Source: an optimization exercise on an open RTL-to-GDS flow (aim: small area, a short achievable clock period and few clock cycles). Production flows keep margins and buffers that such runs may drop. Function was not checked in any run shown here: the RTL went through the layout flow alone.

==> design/flow/design.v <==
module JAM (
input CLK,
input RST,
output reg [2:0] W,
output reg [2:0] J,
input [6:0] Cost,
output reg [3:0] MatchCount,
output reg [9:0] MinCost,
output reg Valid );
localparam P = 6;    
localparam PASS1 = 3'd0, PASS2 = 3'd1, INIT = 3'd2, SEARCH = 3'd3, FIX = 3'd4, DONE = 3'd5;
reg [2:0] ph;
reg [6:0] v [0:7];      
reg [6:0] u [0:7];      
reg [2:0] arg [0:7];    
reg [2:0] arg2 [0:7];   
reg [7:0] big [0:7];    
reg [6:0] m;            
reg [2:0] am;           
reg [6:0] m2;           
reg [2:0] am2;          
reg [6:0] Vc;           
reg signed [11:0] R;    
reg [9:0] S [0:6];      
reg [2:0] a [0:6];      
reg [2:0] nxj [0:6];    
reg [6:0] hn;           
reg       bt_ok;        
reg [2:0] bt_d;         
integer k;
wire [2:0] d = W;
wire [2:0] j = J;
wire [2:0] dn = d + 3'd1;
wire [6:0] vj = Vc;
wire       c_lt_v = Cost < vj;
wire [6:0] vmin = c_lt_v ? Cost : vj;
wire [6:0] t = Cost - vj;
wire [6:0] tp = (ph == PASS1 && c_lt_v) ? 7'd0 : t;
wire       t_lt_m = (j == 3'd0) || (tp < m);
wire [6:0] mnew = t_lt_m ? tp : m;
wire [2:0] amnew = t_lt_m ? j : am;
wire       t_lt_m2 = (j == 3'd1) || (tp < m2);
wire [6:0] m2new = t_lt_m ? m : t_lt_m2 ? tp : m2;
wire [2:0] am2new = t_lt_m ? am : t_lt_m2 ? j : am2;
wire signed [11:0] ts = {5'd0, t};
wire       prune = ts > R;
wire       better = ts < R;
wire       leaf = (d == 3'd7);
reg [7:0] used;          
wire [2:0] argd = arg[d];
wire [6:0] ud = u[d];
reg [6:0] Un;           
wire signed [11:0] un_s = {5'd0, Un};
reg [2:0] argn;          
reg [2:0] arg2n;         
reg [2:0] argn2;         
reg [2:0] arg2n2;        
always @(*) begin
	argn2 = arg[0];
	arg2n2 = arg2[0];
	for (k = 0; k < 6; k = k + 1)
		if (d == k) begin
			argn2 = arg[k + 2];
			arg2n2 = arg2[k + 2];
		end
end
reg [6:0] un2;          
always @(*) begin
	un2 = u[0];
	for (k = 0; k < 6; k = k + 1)
		if (d == k) un2 = u[k + 2];
end
wire       is_top = (j == argd);
wire       skipok = R < 12'sd32;
wire [2:0] arg2d = arg2[d];
wire       is_sec = (j == arg2d);
wire       first2 = is_top | is_sec;
wire [7:0] bigd = big[d];
reg [7:0] gt;
always @(*) begin
	for (k = 0; k < 8; k = k + 1) gt[k] = first2 | (k > j);
end
wire [7:0] cand = ~used & ~(8'd1 << argd) & ~(8'd1 << arg2d) & gt & ~(bigd & {8{skipok}});
wire       sec_ok = is_top && !used[arg2d] && !(bigd[arg2d] && skipok);
wire       has_nx = sec_ok || (|cand);
reg  [2:0] nx0;
always @(*) begin
	nx0 = 3'd0;
	for (k = 7; k >= 0; k = k - 1) if (cand[k]) nx0 = k;
end
wire [2:0] nx = sec_ok ? arg2d : nx0;
wire [2:0] jsib = (ph == SEARCH) ? nx : (ph == INIT) ? arg[0] : j + 3'd1;
wire [6:0] v_sib = v[jsib];
wire [7:0] used2 = used | (8'd1 << j);
reg  [2:0] fu;
always @(*) begin
	fu = 3'd0;
	for (k = 7; k >= 0; k = k - 1) if (!used2[k]) fu = k;
end
wire       argn_free = !used2[argn];
wire       arg2n_free = !used2[arg2n];
wire [2:0] jdesc = argn_free ? argn : arg2n_free ? arg2n : fu;
wire [6:0] v_desc = v[jdesc];
reg       bt_ok2;
reg [2:0] bt_d2;
always @(*) begin
	bt_ok2 = 1'b0;
	bt_d2 = 3'd0;
	for (k = 0; k < 7; k = k + 1)
		if (hn[k] && k < bt_d) begin
			bt_ok2 = 1'b1;
			bt_d2 = k;
		end
end
wire [2:0] rd = (ph == FIX) ? d : bt_d;
wire signed [11:0] mc_s = {2'd0, MinCost};
wire signed [11:0] sbt_s = {2'd0, S[rd]};
wire signed [11:0] Rbt = mc_s - sbt_s;
wire [6:0] u_bt = u[bt_d + 3'd1];
wire [2:0] arg_bt = arg[bt_d + 3'd1];
wire [2:0] arg2_bt = arg2[bt_d + 3'd1];
reg [7:0] used_bt;
always @(*) begin
	used_bt = 8'd0;
	for (k = 0; k < 7; k = k + 1)
		if (k < bt_d) used_bt = used_bt | (8'd1 << a[k]);
end
wire [6:0] v_bt = v[nxj[bt_d]];
wire [9:0] Sd = MinCost - R[9:0];    
wire descend = !leaf && !prune;
wire sibling = !leaf && !(first2 && prune && d < P) && has_nx;
always @(posedge CLK or posedge RST) begin
	if (RST) begin
		ph <= PASS1;
		W <= 3'd0;
		J <= 3'd0;
		Valid <= 1'b0;
	end else begin
		case (ph)
		PASS1: begin
			{W, J} <= {W, J} + 6'd1;
			if (d == 3'd7 && j == 3'd7) ph <= PASS2;
		end
		PASS2: begin
			{W, J} <= {W, J} + 6'd1;
			if (d == P - 1 && j == 3'd7) ph <= INIT;
		end
		INIT: begin
			W <= 3'd0;
			J <= arg[0];
			ph <= FIX;
		end
		SEARCH: begin
			if (descend) begin
				W <= dn;
				J <= jdesc;
			end else if (sibling)
				J <= nx;
			else if (bt_ok) begin
				W <= bt_d;
				J <= nxj[bt_d];
				if (leaf && better) ph <= FIX;
			end else begin
				ph <= DONE;
				Valid <= 1'b1;
			end
		end
		FIX: ph <= SEARCH;
		default: ;
		endcase
	end
end
always @(posedge CLK) begin
	if (ph == PASS1) begin
		if (d == 3'd0) v[j] <= Cost;
		else v[j] <= vmin;
	end
	if (ph == PASS2 || (ph == PASS1 && d >= P)) begin
		m <= mnew;
		am <= amnew;
		m2 <= m2new;
		am2 <= am2new;
		big[d][j] <= (tp[6:5] != 2'd0);
		if (j == 3'd7) begin
			u[d] <= mnew;
			arg[d] <= amnew;
			arg2[d] <= am2new;
		end
	end
	if (ph == PASS1 && j == 3'd0) begin
		if (d == P + 1) S[0] <= {3'd0, m};                   
		else if (d > P + 1) S[0] <= S[0] + {3'd0, m};        
	end
	if (ph == PASS2) begin
		if (d == 3'd1) S[0] <= S[0] + {3'd0, vj};            
		else if (j == 3'd0) S[0] <= S[0] + {3'd0, m};        
	end
	if (ph == INIT) begin
		S[0] <= S[0] + {3'd0, m};    
		MinCost <= 10'h3ff;
		MatchCount <= 4'd0;
		bt_ok <= 1'b0;
		Un <= u[1];
		argn <= arg[1];
		arg2n <= arg2[1];
		used <= 8'd0;
	end
	if (ph == FIX)
		R <= Rbt;
	if (ph == PASS1 || ph == PASS2 || ph == INIT)
		Vc <= v_sib;
	if (ph == SEARCH) begin
		if (leaf) begin
			if (better) begin
				MinCost <= Sd + {3'd0, t};
				MatchCount <= 4'd1;
			end else if (!prune)
				MatchCount <= MatchCount + 4'd1;
		end
		if (descend && has_nx) begin
			bt_ok <= 1'b1;
			bt_d <= d;
		end else if (!descend && !sibling) begin
			bt_ok <= bt_ok2;
			bt_d <= bt_d2;
		end
		if (!leaf) begin
			a[d] <= j;
			nxj[d] <= nx;
			hn[d] <= has_nx;
			S[d] <= Sd;
		end
		if (descend) begin
			R <= (R + un_s) - ts;
			Un <= un2;
			argn <= argn2;
			arg2n <= arg2n2;
			used <= used2;
			Vc <= v_desc;
		end else if (sibling)
			Vc <= v_sib;
		else begin
			R <= Rbt;
			Un <= u_bt;
			argn <= arg_bt;
			arg2n <= arg2_bt;
			used <= used_bt;
			Vc <= v_bt;
		end
	end
end
endmodule
==> design/flow/run.sh <==
#!/bin/bash
# synth_recipe.tcl (not shown) runs the flow's synth.tcl, then flattens the netlist and writes it again
# the make line also repeats each setting of config.mk as NAME=value (left out here)
make -C /OpenROAD-flow-scripts/flow DESIGN_CONFIG=/design/flow/config.mk WORK_HOME=/design/flow/orfs CLKGATE_MAP_FILE= SYNTH_SCRIPT=/design/flow/synth_recipe.tcl finish
==> design/flow/config.mk <==
export PLATFORM = sky130hd
export DESIGN_NAME = JAM
export DESIGN_NICKNAME = JAM
export VERILOG_FILES = /design/flow/design.v
export SDC_FILE = /design/flow/constraint.sdc
export NUM_CORES = 4
export LEC_CHECK = 0
export ABC_AREA = 1
export CAP_MARGIN = 20
export CORE_MARGIN = 2
export CORE_UTILIZATION = 40
export SETUP_SLACK_MARGIN = 0.8
export SLEW_MARGIN = 20
==> design/flow/constraint.sdc <==
create_clock -name core_clock -period 5.0 [get_ports {CLK}]
set_input_delay 1.0000 -clock core_clock [delete_from_list [all_inputs] [get_ports {CLK}]]
set_output_delay 1.0000 -clock core_clock [all_outputs]
set_load 0.01 [all_outputs]
==> results of run 1 <==
## metal layers
| metal | track usage (%) | part of all wire [%] | wire [microns] | vias up |
|---|---|---|---|---|
| li1 | - | - | - | 10900 |
| met1 | 35.1 | 43 | 37600 | 11100 |
| met2 | 41.9 | 46 | 40700 | 1059 |
| met3 | 3.25 | 7.5 | 6620 | 204 |
| met4 | 10.9 | 3.9 | 3410 | 0 |
| met5 | 0 | 0 | 0 | - |
## worst paths after layout
path                         end  depth (start not counted)
min in group asynchronous  ph[0]                          2
max in group asynchronous  ph[1]                          2
min reg2reg                bt_ok                          2
max                        Vc[1]                         18
max reg2reg                Vc[1]                         18
min                        bt_ok                          2
## cells by family after synthesis
group | count (synthesis) | share of synthesized area (%)
AO/OA/AOI/OAI | 727 | 16.1
adder cells (fa/ha/maj) | 112 | 5.77
XOR/XNOR | 43 | 1.45
multiplexers | 9 | 0.356
buffers and inverters | 504 | 7.74
flip-flops | 434 | 48.0
AND/OR/NAND/NOR | 1249 | 20.6
## stage by stage
stage	std cells	TNS, ns
final	4107	0
after floorplan	3078	0
after global routing	4107	0
after global placement	3987	-1.13
after detailed placement	3987	-3.16
after CTS	4079	0
## tightest hold or removal path: stages (launching register included)
cell and delay (ns):
dfxtp_1 0.35, nand2_1 0.09, nand2_1 0.05
## registers in the layout, summed over array words and instances, names as in the netlist, 10 cells and up, named ones only
signal   count
a           21
arg2        24
S           70
R           12
v           56
big         64
nxj         21
MinCost     10
arg         24
u           56
## cell usage after synthesis (6+ instances only)
cell type  count
a211oi_1       9
a21oi_1      186
a22oi_1       28
a31oi_1       11
buf_1          7
buf_2         18
buf_4          8
buf_6          8
clkbuf_1      87
clkinv_1      12
dfrtp_1       10
dfxtp_1       51
edfxtp_1     373
fa_1          13
ha_1          99
inv_1        348
inv_2         14
mux2i_1        7
nand2_1      631
nand3_1      221
nand3b_1      15
nand4_1       35
nor2_1       274
nor2_2         9
nor3_1        17
o211ai_1      62
o21ai_0      318
o21ai_1       17
o21bai_1       6
o221ai_1      15
o22ai_1       21
o31ai_1       20
o41ai_1        7
or2_2         24
xnor2_1       13
xor2_1        30
## what timing repair did
item / 4_1_cts / 5_1_grt
endpoints found under the setup margin: 127 / 197
gates cloned: 0 / 3
setup buffers: 2 / 25
gates resized for setup: 21 / 93
pin swaps: 3 / 39
## area by class of cell
| class | count | area (sq um) |
|---|---|---|
| fill | 6105 | 34000 |
| sequential | 434 | 12500 |
| multi-input combinational | 2140 | 11900 |
| timing repair buffer | 212 | 1780 |
| inverter | 376 | 1460 |
| clock buffer | 61 | 1320 |
| tap | 855 | 1070 |
| clock inverter | 29 | 348 |
==> metrics.cfg, run 1 <==
[critical_path]
critPathBufInv = 5
r2r_start = J[1]
path_max_fanout = 16
critical_path_required_ns = 5.36
start_kind = flip-flop
crit_type = flip-flop to flip-flop
crit_top_cell = o21ai_0
critPathTopFamily = compound AO/OA/AOI/OAI gates
critical_path.cell_chain = inv_2 > ha_1 > a21oi_1 > nor2_1 > nor3_1 > o21ai_0 > nand2_1 > inv_1 > o21ai_0 > buf_4 > clkinvlp_4 > buf_4 > o21ai_0 > a21oi_1 > o21ai_0 > nand3_1 > nand2_1 > nand2_1
startpoint = J[1]
r2r_setup_slack_ns = 0.89
worstPathArrival_ns = 4.47
endpoint_kind = flip-flop
cpPeakStageDelay_ns = 0.68
cpMaxStageDelayCell = dfrtp_1

[die]
die_h_microns = 259
start_util_pct = 40.4
die_x_microns = 259
rows = 93
dieArea_sq_um = 67000
design.core.area_sq_um = 64300
io_pins = 30

[cts]
cts_num_sinks = 434
cts_max_level = 2
clkTransAtPathRegs_ns = 0.06
hold_buffers = 0
cts_tree = done
worstSkewPairLatency_ns = 0.60
cts_root_buf = clkbuf_16
cts-buffers-inserted = 49
clk_path_buf_depth = 3

[layout]
finalInstanceArea_sq_um = 30300
layout_commonest_cell = nand2_1
diodes = 0
fin_nets = 3334
layout-drive-gt1-share_pct = 12.6
final_util_pct = 47.1
final_cell_mix = 620 x nand2_1, 373 x edfxtp_1, 341 x inv_1, 293 x o21ai_0, 266 x nor2_1
synthToLayoutAreaGrowth_pct = 16.7

[logic_synthesis]
yosys.area.top_type = edfxtp_1
synth_nets = 3199
postSynthCellCount = 3078
ys_ff_latch = 434
syn-cell-area_sq_um = 26000
seq_area_frac_synth_pct = 48.0
synth-async-reset-ratio_pct = 2.30
synth_edf_count = 373
synth.distinct_cells = 58
netlist_top_cells_area = edfxtp_1 43%, nand2_1 9.1%, o21ai_0 6.1%
postSynthAreaPerCell_sq_um = 8.44
synth_top_area_share_pct = 43.1
yosysWarnings = 1
ys.flop_type = edfxtp_1

[worst_hold_path]
worstHoldStart = bt_ok
hold_class = flip-flop to flip-flop

[drt]
num_vias = 23300
drt_pre_antenna_iters = 6
wl_per_cell_microns = 21.5
via_per_inst = 5.67
drtIter0Drc = 2293
wl_mm = 88.4
final_antenna_net_count = 0
drc_errors = 0

[run]
cap_violations = 0

[placement]
placed_cell_area_sq_um = 28000
dpl_worst_slack_ns = -0.171
place_hpwl_mm = 62.3
routabilityCongestion = 0.934
portBuffers = 29

[global_routing]
grt_start_max_net_pins = 69
grt_pass1_wl_mm = 133
grt.overflow.total = 0
antenna_found_initial = 0
grtUsageTotal_pct = 25.9
grt_pass1_vias = 22300

[sta]
period_needed_ns = 4.11
holdWs_ns = 0.531
setup_viol = 0
rsz0062_at_grt = yes
fin_crit_sh_pct = 82.2
fmax_mhz = 243
slew_violations = 0
hold_viol_final = 0
final.setup_skew_ns = 0.0349
relSlewSlack_pct = 21.4
tightest_slew_ns = 1.17
fin_ws_ns = 0.888

[outcome]
outcome = no timing/DRC/antenna violations

==> run 2, diff against run 1 <==
--- a/design/flow/config.mk
+++ b/design/flow/config.mk
@@ -9,5 +9,5 @@
 export CAP_MARGIN = 20
 export CORE_MARGIN = 2
 export CORE_UTILIZATION = 40
-export SETUP_SLACK_MARGIN = 0.8
+export SETUP_SLACK_MARGIN = 0.9
 export SLEW_MARGIN = 20
==> run 2 against run 1 <==
  * Highest routed layer unchanged
  * Critical path type unchanged
  * Synthesized area is the same
  * Clock skew shrank 0.013 ns
  * Core utilization grew 0.46 points
  * Register-to-register slack lost 0.11 ns
  * Still clean
  * Die area is the same
  * Clock-buffer cell count shrank 3
  * Hold slack lost 0.0075 ns
==> metrics.cfg, run 2 <==
[outcome]
outcome = no timing/DRC/antenna violations

[critical_path]
worstPathArrival_ns = 4.59
path_max_fanout = 9
critical_path_required_ns = 5.37
crit_top_cell = nand2_4
endpoint_kind = flip-flop
start_kind = flip-flop
critPathBufInv = 7
r2r_setup_slack_ns = 0.78
critPathTopFamily = simple AND/OR/NAND/NOR gates
cpPeakStageDelay_ns = 0.50
rr_worst_depth = 28
crit_type = flip-flop to flip-flop
critical_path_depth = 28
cpMaxStageDelayCell = edfxtp_1

[cts]
cts_num_sinks = 434
cts_max_level = 2
clk_path_buf_depth = 3
hold_buffers = 0
cts-buffers-inserted = 49
cts_tree = done
worstSkewPairLatency_ns = 0.62
cts_root_buf = clkbuf_16
clkTransAtPathRegs_ns = 0.06

[worst_hold_path]
min_path_cells = 2
hold_class = flip-flop to flip-flop

[layout]
largest_register_ffs = 70
layout_commonest_cell = nand2_1
regMostFlops = S
fin_nets = 3350
finalInstanceArea_sq_um = 30600
layout-drive-gt1-share_pct = 13.7
diodes = 0
reg.largest.list = S x70, big x64
synthToLayoutAreaGrowth_pct = 17.9
post_layout_nonfiller_instances = 4123
final_cell_mix = 606 x nand2_1, 373 x edfxtp_1, 338 x inv_1, 284 x o21ai_0, 264 x nor2_1

[logic_synthesis]
ys.flop_type = edfxtp_1
ys_ff_latch = 434
synth_nets = 3199
synth.most_common_cell = nand2_1
synthMuxAreaShare_pct = 0.356
yosys.area.top_type = edfxtp_1
seq_area_frac_synth_pct = 48.0
netlist_top_cells_area = edfxtp_1 43%, nand2_1 9.1%, o21ai_0 6.1%
yosysWarnings = 1
yosys.area_share.simple_pct = 20.6
synth.distinct_cells = 58
synth_top_area_share_pct = 43.1
postSynthCellCount = 3078
synthAdderAreaFrac_pct = 5.77
synth_edf_count = 373
syn-cell-area_sq_um = 26000
synth-async-reset-ratio_pct = 2.30
synth_compound_area_share_pct = 16.1
synth_top_family_by_area = simple AND/OR/NAND/NOR gates
synth_xor_area_share_pct = 1.45
ys_top_cells_by_count = 631 x nand2_1, 373 x edfxtp_1, 348 x inv_1
postSynthAreaPerCell_sq_um = 8.44

[drt]
wl_mm = 90.4
final_antenna_net_count = 0
drc_errors = 0
wl_met1_mm = 38.2
met3_length_mm = 7.28
via_per_inst = 5.66
wl_met2_mm = 41.5
drtIter0Drc = 2492
drt_pre_antenna_iters = 6
dr.max_layer_used = met4
wl_per_cell_microns = 21.9
num_vias = 23300

[global_routing]
antenna_found_initial = 0
grt.overflow.total = 0
grt_pass1_vias = 21800
grtUsageTotal_pct = 26.0
grt_start_max_net_pins = 69
grt_pass1_wl_mm = 132

[sta]
relSlewSlack_pct = 24.5
fin_crit_sh_pct = 84.4
fmax_mhz = 237
tightest_slew_ns = 1.13
setup_viol = 0
setup_tns_ns = 0
hold_viol_final = 0
final.setup_skew_ns = 0.0218
period_needed_ns = 4.22
slew_violations = 0
rsz0062_at_grt = yes

[die]
dieArea_sq_um = 67000
die_h_microns = 259
die_x_microns = 259
design.core.area_sq_um = 64300
start_util_pct = 40.4
rows = 93
io_pins = 30

[placement]
place_hpwl_mm = 62.1
routabilityCongestion = 0.934
placed_cell_area_sq_um = 28100
dp_cells = 3988
portBuffers = 29

[run]
cap_violations = 0

## run 2: cell counts after synthesis
No cell type changed its count.
## run 2: layout make-up
type / instances / area (sq um)
clock buffers: 58 / 1280
repair buffers: 228 / 2030
clock inverters: 32 / 277
well taps: 855 / 1070
inverters: 376 / 1460
fillers: 6145 / 33700
flip-flops and latches: 434 / 12500
multi-input cells: 2140 / 12000
## run 2: layer usage
layer	vias to the layer above	GRT usage (%)
li1	10900	-
met1	11200	35.5
met2	1039	42.1
met3	201	3.33
met4	0	9.91
met5	-	0
## run 2: worst reg2reg max path, delay by kind of cell (launching register included)
kind / cells / cell delay [ns]
AO/OA/AOI/OAI: 4 / 0.53
XOR/XNOR: 1 / 0.24
adder cells (fa/ha/maj): 3 / 0.85
buffers and inverters: 7 / 0.53
flip-flops: 1 / 0.50
AND/OR/NAND/NOR: 13 / 1.32
## run 2: final timing paths
| path | to | start |
|---|---|---|
| min in group asynchronous | J[0] | RST |
| max in group asynchronous | W[1] | RST |
| hold / removal | bt_ok | bt_ok |
| hold reg to reg | bt_ok | bt_ok |
| setup / recovery | Vc[6] | Vc[0] |
| setup reg to reg | Vc[6] | Vc[0] |
## run 2: kinds of logic (layout without fill, tap and decap cells)
logic type,after synthesis,count (layout)
simple gates,1249,1249
compound gates,727,727
buf+inv,504,694
flops,434,434
fa+ha+maj,112,112
xor+xnor,43,43
mux,9,9
## run 2: stage by stage
step / utilization, % / hold WS, ns / worst slack (ns)
2_1_floorplan: - / 0.458 / 0.681
3_3_place_gp: 43.6 / 0.497 / -0.0712
3_5_place_dp: 43.7 / 0.508 / -0.147
4_1_cts: 46.3 / 0.516 / 0.836
5_1_grt: 47.6 / 0.552 / 0.569
6_report: 47.6 / 0.523 / 0.780
## run 2: repair_timing
action                     CTS  global route
gates resized for setup     39           118
pin swaps                    7            67
buffers inserted             7            32
gates cloned                 0             5
setup endpoints to repair  175           198
==> run 3, diff against run 2 <==
--- a/design/flow/config.mk
+++ b/design/flow/config.mk
@@ -9,5 +9,6 @@
 export CAP_MARGIN = 20
 export CORE_MARGIN = 2
 export CORE_UTILIZATION = 40
-export SETUP_SLACK_MARGIN = 0.9
+export CTS_BUF_LIST = sky130_fd_sc_hd__clkbuf_8
+export SETUP_SLACK_MARGIN = 0.8
 export SLEW_MARGIN = 20
==> run 3 against run 2 <==
  * Critical endpoint is now R[11]
  * Cell count rose by 1.1%
  * Synthesized cell count unchanged
  * Core utilization shrank 0.40 points
  * Non-clock buffer count is 10 lower
  * Clock skew up 0.028 ns
  * Fmax grew 4.7%
  * Highest routed layer unchanged
  * Global-route usage up 0.10 points
  * Critical path depth is 2 lower
==> metrics.cfg, run 3 <==
[outcome]
outcome = no timing/DRC/antenna violations

[layout]
layout_commonest_cell = nand2_1
synthToLayoutAreaGrowth_pct = 16.9
finalInstanceArea_sq_um = 30400
layout-drive-gt1-share_pct = 13.6
final_util_pct = 47.2
regMostFlops = S
largest_register_ffs = 70
fin_nets = 3370
final_cell_mix = 617 x nand2_1, 373 x edfxtp_1, 361 x inv_1, 291 x o21ai_0, 266 x nor2_1
reg.largest.list = S x70, big x64
post_layout_nonfiller_instances = 4168

[cts]
hold_buffers = 0
worstSkewPairLatency_ns = 0.70
cts_tree = done
cts-buffers-inserted = 79
clk_path_buf_depth = 3
cts_max_level = 3
clkTransAtPathRegs_ns = 0.06
cts_num_sinks = 434
cts_root_buf = clkbuf_8

[die]
io_pins = 30
dieArea_sq_um = 67000
start_util_pct = 40.4
die_x_microns = 259
design.core.area_sq_um = 64300
rows = 93
die_h_microns = 259

[critical_path]
r2r_setup_slack_ns = 0.97
worstPathArrival_ns = 4.63
critical_path_required_ns = 5.60
endpoint_kind = flip-flop
path_max_fanout = 26
r2r_start = ph[1]
crit_type = flip-flop to flip-flop
start_kind = flip-flop
rr_worst_depth = 26
rr_endpoint = R[11]

[sta]
relSlewSlack_pct = 20.8
rsz0062_at_grt = yes
period_needed_ns = 4.03
slew_violations = 0
hold_viol_final = 0
fmax_mhz = 248
setup_tns_ns = 0
final.setup_skew_ns = 0.0500
fin_crit_sh_pct = 80.6
fin_ws_ns = 0.971
holdWs_ns = 0.541
tightest_slew_ns = 1.18
setup_viol = 0

[placement]
dpl_worst_slack_ns = -0.171
placed_cell_area_sq_um = 28000
routabilityCongestion = 0.934
portBuffers = 29
dp_cells = 3987
place_hpwl_mm = 62.3

[logic_synthesis]
synth_nets = 3199
ys.flop_type = edfxtp_1
seq_area_frac_synth_pct = 48.0
postSynthCellCount = 3078
ys_top_cells_by_count = 631 x nand2_1, 373 x edfxtp_1, 348 x inv_1
yosysWarnings = 1
postSynthAreaPerCell_sq_um = 8.44
syn-cell-area_sq_um = 26000
synth.most_common_cell = nand2_1
yosys.area.top_type = edfxtp_1
synth_top_area_share_pct = 43.1
synth-async-reset-ratio_pct = 2.30
synth_edf_count = 373
ys_ff_latch = 434
synth.distinct_cells = 58
netlist_top_cells_area = edfxtp_1 43%, nand2_1 9.1%, o21ai_0 6.1%

[drt]
drt_pre_antenna_iters = 6
via_per_inst = 5.63
final_antenna_net_count = 0
num_vias = 23500
drtIter0Drc = 2492
wl_per_cell_microns = 21.4
wl_mm = 89.1
drc_errors = 0

[worst_hold_path]
hold_end = bt_ok
hold_class = flip-flop to flip-flop
worstHoldStart = bt_ok
min_path_cells = 2

[global_routing]
grt_pass1_vias = 22400
grt.overflow.total = 0
antenna_found_initial = 1
grt_pass1_wl_mm = 133
grt_start_max_net_pins = 69
grtUsageTotal_pct = 26.1

[run]
cap_violations = 0

## run 3: metal layers
metal,vias up,wire [microns],global-route usage (%)
met3,225,6560,3.84
met5,-,0,0
met4,0,3450,10.3
met1,11200,38100,35.1
met2,1068,41000,42.4
li1,11000,-,-
## run 3: area by class of cell
| cell class | instances | area [sq um] |
|---|---|---|
| Fill cell | 6126 | 34000 |
| Sequential cell | 434 | 12500 |
| Multi-Input combinational cell | 2140 | 11900 |
| Timing Repair Buffer | 218 | 1830 |
| Inverter | 376 | 1460 |
| Clock buffer | 91 | 1250 |
| Tap cell | 855 | 1070 |
| Clock inverter | 53 | 397 |
| Antenna cell | 1 | 2.50 |
## run 3: cell families after synthesis
group | after synthesis | share of synthesized area, %
multiplexers | 9 | 0.356
adder cells (fa/ha/maj) | 112 | 5.77
XOR/XNOR | 43 | 1.45
AND/OR/NAND/NOR | 1249 | 20.6
buffers and inverters | 504 | 7.74
flip-flops | 434 | 48.0
AO/OA/AOI/OAI | 727 | 16.1
## run 3: worst max-delay path by stage
stage | startpoint | to
final | ph[1] | R[11]
after global routing | Vc[0] | ph[0]
after CTS | Cost[1] | R[11]
after detailed placement | Cost[0] | arg[6][1]
after global placement | Cost[0] | Vc[4]
after floorplan | Cost[0] | Vc[0]
## run 3: timing repair
item	CTS	global route
pin swaps	2	43
resized for setup	15	104
setup buffers	2	31
endpoints found under the setup margin	65	183
cloned	0	3
## run 3: worst max-delay path: stages, from the launching register on
cell	delay [ns]
dfrtp_2	0.45
nor2_2	0.15
inv_1	0.11
nor2_4	0.14
buf_8	0.16
nand2_1	0.07
o21ai_2	0.14
inv_2	0.16
buf_8	0.20
o211ai_1	0.18
o31ai_1	0.10
o21ai_2	0.27
ha_4	0.27
a21o_1	0.20
a21oi_2	0.17
o21ai_2	0.08
nand3_1	0.07
nand2_1	0.08
nand2_1	0.06
nand2_1	0.08
a21oi_4	0.22
nand2_1	0.09
o21ai_0	0.11
nand2_1	0.08
nand2_1	0.07
nand2_1	0.05
a31oi_1	0.16
==> run 4, diff against run 3 <==
--- a/design/flow/design.v
+++ b/design/flow/design.v
@@ -14,7 +14,8 @@
 reg [6:0] u [0:7];      
 reg [2:0] arg [0:7];    
 reg [2:0] arg2 [0:7];   
-reg [7:0] big [0:7];    
+reg [7:0] bgl [0:7];    
+reg [7:0] bgh [0:7];    
 reg [6:0] m;            
 reg [2:0] am;           
 reg [6:0] m2;           
@@ -75,13 +76,18 @@
 wire [2:0] arg2d = arg2[d];
 wire       is_sec = (j == arg2d);
 wire       first2 = is_top | is_sec;
-wire [7:0] bigd = big[d];
+wire [7:0] bgld = bgl[d];
+wire [7:0] bghd = bgh[d];
+wire       rlt16 = R < 12'sd16;
+wire       rlt32 = R < 12'sd32;
+wire       rlt48 = R < 12'sd48;
+wire [7:0] skipd = (bgld & {8{rlt16}}) | (bghd & {8{rlt32}}) | (bgld & bghd & {8{rlt48}});
 reg [7:0] gt;
 always @(*) begin
 	for (k = 0; k < 8; k = k + 1) gt[k] = first2 | (k > j);
 end
-wire [7:0] cand = ~used & ~(8'd1 << argd) & ~(8'd1 << arg2d) & gt & ~(bigd & {8{skipok}});
-wire       sec_ok = is_top && !used[arg2d] && !(bigd[arg2d] && skipok);
+wire [7:0] cand = ~used & ~(8'd1 << argd) & ~(8'd1 << arg2d) & gt & ~skipd;
+wire       sec_ok = is_top && !used[arg2d] && !skipd[arg2d];
 wire       has_nx = sec_ok || (|cand);
 reg  [2:0] nx0;
 always @(*) begin
@@ -180,7 +186,8 @@
 		am <= amnew;
 		m2 <= m2new;
 		am2 <= am2new;
-		big[d][j] <= (tp[6:5] != 2'd0);
+		bgh[d][j] <= (tp[6:5] != 2'd0);
+		bgl[d][j] <= (tp[6:4] == 3'd1) || (tp[6:4] >= 3'd3);
 		if (j == 3'd7) begin
 			u[d] <= mnew;
 			arg[d] <= amnew;
--- a/design/flow/config.mk
+++ b/design/flow/config.mk
@@ -9,6 +9,5 @@
 export CAP_MARGIN = 20
 export CORE_MARGIN = 2
 export CORE_UTILIZATION = 40
-export CTS_BUF_LIST = sky130_fd_sc_hd__clkbuf_8
 export SETUP_SLACK_MARGIN = 0.8
 export SLEW_MARGIN = 20
==> run 4 against run 3 <==
  * Flip-flop and latch count rose by 64
  * Clock-buffer cell count decreased by 24
  * First-iteration DRC count up 4.2%
  * Register-to-register slack hardly changed
  * Via count is 4.6% higher
  * Clock skew down 0.031 ns
  * Global-route usage down 1.7 points
  * Synthesized area up 10%
  * Highest routed layer unchanged
==> metrics.cfg, run 4 <==
[logic_synthesis]
ys_top_cells_by_count = 823 x nand2_1, 437 x edfxtp_1, 350 x inv_1
synth_top_area_share_pct = 45.9
synth.distinct_cells = 62
ys.flop_type = edfxtp_1
synth.most_common_cell = nand2_1
syn-cell-area_sq_um = 28600
synth_edf_count = 437
synth-async-reset-ratio_pct = 2.01
synth_nets = 3450
ys_ff_latch = 498
yosys.area.top_type = edfxtp_1
yosysWarnings = 1
postSynthAreaPerCell_sq_um = 8.59
seq_area_frac_synth_pct = 50.4
postSynthCellCount = 3329
netlist_top_cells_area = edfxtp_1 46%, nand2_1 11%, o21ai_0 5.2%

[sta]
rsz0062_at_grt = yes
setup_viol = 0
hold_viol_final = 0
final.setup_skew_ns = 0.0193
fin_ws_ns = 0.979
period_needed_ns = 4.02
relSlewSlack_pct = 25.1
fin_crit_sh_pct = 80.4
slew_violations = 0
tightest_slew_ns = 1.12
fmax_mhz = 249

[global_routing]
grt_pass1_wl_mm = 138
antenna_found_initial = 1
grt.overflow.total = 0
grtUsageTotal_pct = 24.4
grt_start_max_net_pins = 70
grt_pass1_vias = 22900

[placement]
dpl_worst_slack_ns = -0.157
place_hpwl_mm = 63.6
routabilityCongestion = 0.962
portBuffers = 29
placed_cell_area_sq_um = 30600

[critical_path]
crit_type = input port to flip-flop
path_max_fanout = 5
start_kind = input port
critical_path_required_ns = 5.38
worstPathArrival_ns = 4.40
rr_endpoint = Vc[6]
r2r_setup_slack_ns = 0.98
critPathTopFamily = simple AND/OR/NAND/NOR gates
critPathBufInv = 6
cpPeakStageDelay_ns = 0.39
cpMaxStageDelayCell = fa_2
endpoint_kind = flip-flop
crit_top_cell = nand2_1
rr_worst_depth = 27
r2r_start = Vc[0]

[cts]
hold_buffers = 0
clk_path_buf_depth = 3
cts_max_level = 2
cts_num_sinks = 498
worstSkewPairLatency_ns = 0.63
cts-buffers-inserted = 54
cts_root_buf = clkbuf_16
cts_tree = done
clkTransAtPathRegs_ns = 0.06

[drt]
drtIter0Drc = 2596
drc_errors = 0
via_per_inst = 5.53
num_vias = 24600
drt_pre_antenna_iters = 6
wl_per_cell_microns = 20.8
wl_mm = 92.2
final_antenna_net_count = 0

[layout]
regMostFlops = S
seqCellArea_sq_um = 14400
finalInstanceArea_sq_um = 33100
fillers = 6865
largest_register_ffs = 70
layout-drive-gt1-share_pct = 11.3
final_cell_mix = 816 x nand2_1, 437 x edfxtp_1, 340 x inv_1, 287 x nor2_1, 273 x o21ai_0
synthToLayoutAreaGrowth_pct = 15.8
multi_input_area_sq_um = 12600
layout_commonest_cell = nand2_1
reg.largest.list = S x70, bgh x64, bgl x64
fin_nets = 3565

[worst_hold_path]
min_path_cells = 2
hold_class = flip-flop to flip-flop
worstHoldStart = MinCost[0]
hold_end = MinCost[0]

[die]
dieArea_sq_um = 73600
start_util_pct = 40.2
die_h_microns = 271
die_x_microns = 271
rows = 98
io_pins = 30
design.core.area_sq_um = 71100

[run]
cap_violations = 0

[outcome]
outcome = no timing/DRC/antenna violations

-- run 4: cell families after synthesis --
| group | after synthesis | synth area share (%) |
|---|---|---|
| and+or+nand+nor | 1449 | 21.3 |
| AOI/OAI and AO/OA | 718 | 14.4 |
| buffers and inverters | 507 | 7.29 |
| DFF | 498 | 50.4 |
| adders and majority gates | 112 | 5.24 |
| xor gates and xnor gates | 45 | 1.38 |
-- run 4: per-stage QoR --
stage,cells,hold slack (ns),TNS (ns),utilization (%)
CTS,4412,0.509,0,45.7
detailed placement,4308,0.493,-0.515,43.0
finish,4442,0.505,0,46.6
global route,4441,0.543,0,46.6
floorplan,3329,0.463,0,-
global placement,4308,0.501,-0.105,43.0
-- run 4: layout make-up --
cell class	count	share of cell area, %
sequential	498	43.5
multi-input combinational	2325	38.0
timing repair buffer	186	4.86
inverter	378	4.44
clock buffer	67	4.41
tap	950	3.59
clock inverter	35	1.21
timing repair inverter	1	0.0227
antenna	2	0.0151
-- run 4: worst max-delay path by stage --
stage	from	end	slack, ns	depth (start not counted)
4_1_cts	Cost[0]	Vc[3]	0.79	27
6_report	Cost[0]	Vc[6]	0.98	28
3_5_place_dp	Cost[0]	Vc[4]	-0.16	26
3_3_place_gp	Cost[0]	Vc[3]	-0.05	27
2_1_floorplan	Cost[0]	ph[1]	0.80	27
5_1_grt	Vc[0]	Vc[5]	0.74	27
-- run 4: worst reg2reg max path, delay by kind of cell, from the launching register on --
| kind | cells | cell delay, ns |
|---|---|---|
| AND/OR/NAND/NOR | 14 | 1.33 |
| adder cells (fa/ha/maj) | 3 | 0.82 |
| AO/OA/AOI/OAI | 4 | 0.57 |
| XOR/XNOR | 1 | 0.23 |
| buffers and inverters | 5 | 0.50 |
| flip-flops | 1 | 0.33 |
-- run 4: layer usage --
metal,wire [microns],vias up,track usage [%]
met5,0,-,0
met4,3420,0,8.85
met3,7220,211,3.21
met2,41600,994,38.6
met1,39900,11700,34.4
li1,-,11700,-
-- run 4: what timing repair did --
action                                  in CTS  in global routing
cloned                                       1                  3
pin swaps                                    7                 37
gates resized for setup                     21                107
endpoints found under the setup margin      89                224
buffers inserted                             1                 24

==> static timing again, ports no longer ideal <==
No port has a modelled driver above. Below, the same layouts with a new extraction and two added sets of constraints. Step 1 (the two cells are an assumption about what drives the block):
set clk [get_ports {CLK}]
set_driving_cell -lib_cell sky130_fd_sc_hd__clkbuf_16 $clk
set_driving_cell -lib_cell sky130_fd_sc_hd__buf_2 [delete_from_list [all_inputs] $clk]
Step 2, shift: input delay + t, output delay - t, t = (earliest + latest rising clock arrival at the registers) / 2. This alone moves slack from input paths to output paths. a / b / c = no drivers / after step 1 / after step 2; a / b = the first two.
run | t, ns | slack for setup (ns) | hold WS [ns] | worst setup path after step 2
run 1 | 0.649 | 0.888 / 0.888 / 0.374 | 0.531 / 0.531 / 0.531 | input to register
run 2 | 0.673 | 0.780 / 0.780 / 0.159 | 0.523 / 0.523 / 0.523 | input to register
run 3 | 0.737 | 0.971 / 0.971 / 0.325 | 0.541 / 0.541 / 0.541 | input to register
run 4 | 0.688 | 0.979 / 0.982 / 0.328 | 0.505 / 0.505 / 0.505 | input to register
After both steps setup and hold are still met in every run listed. For run 4, which loses most, drivers alone change the setup slack by +0.003 ns; drivers and shift together by -0.651 ns.
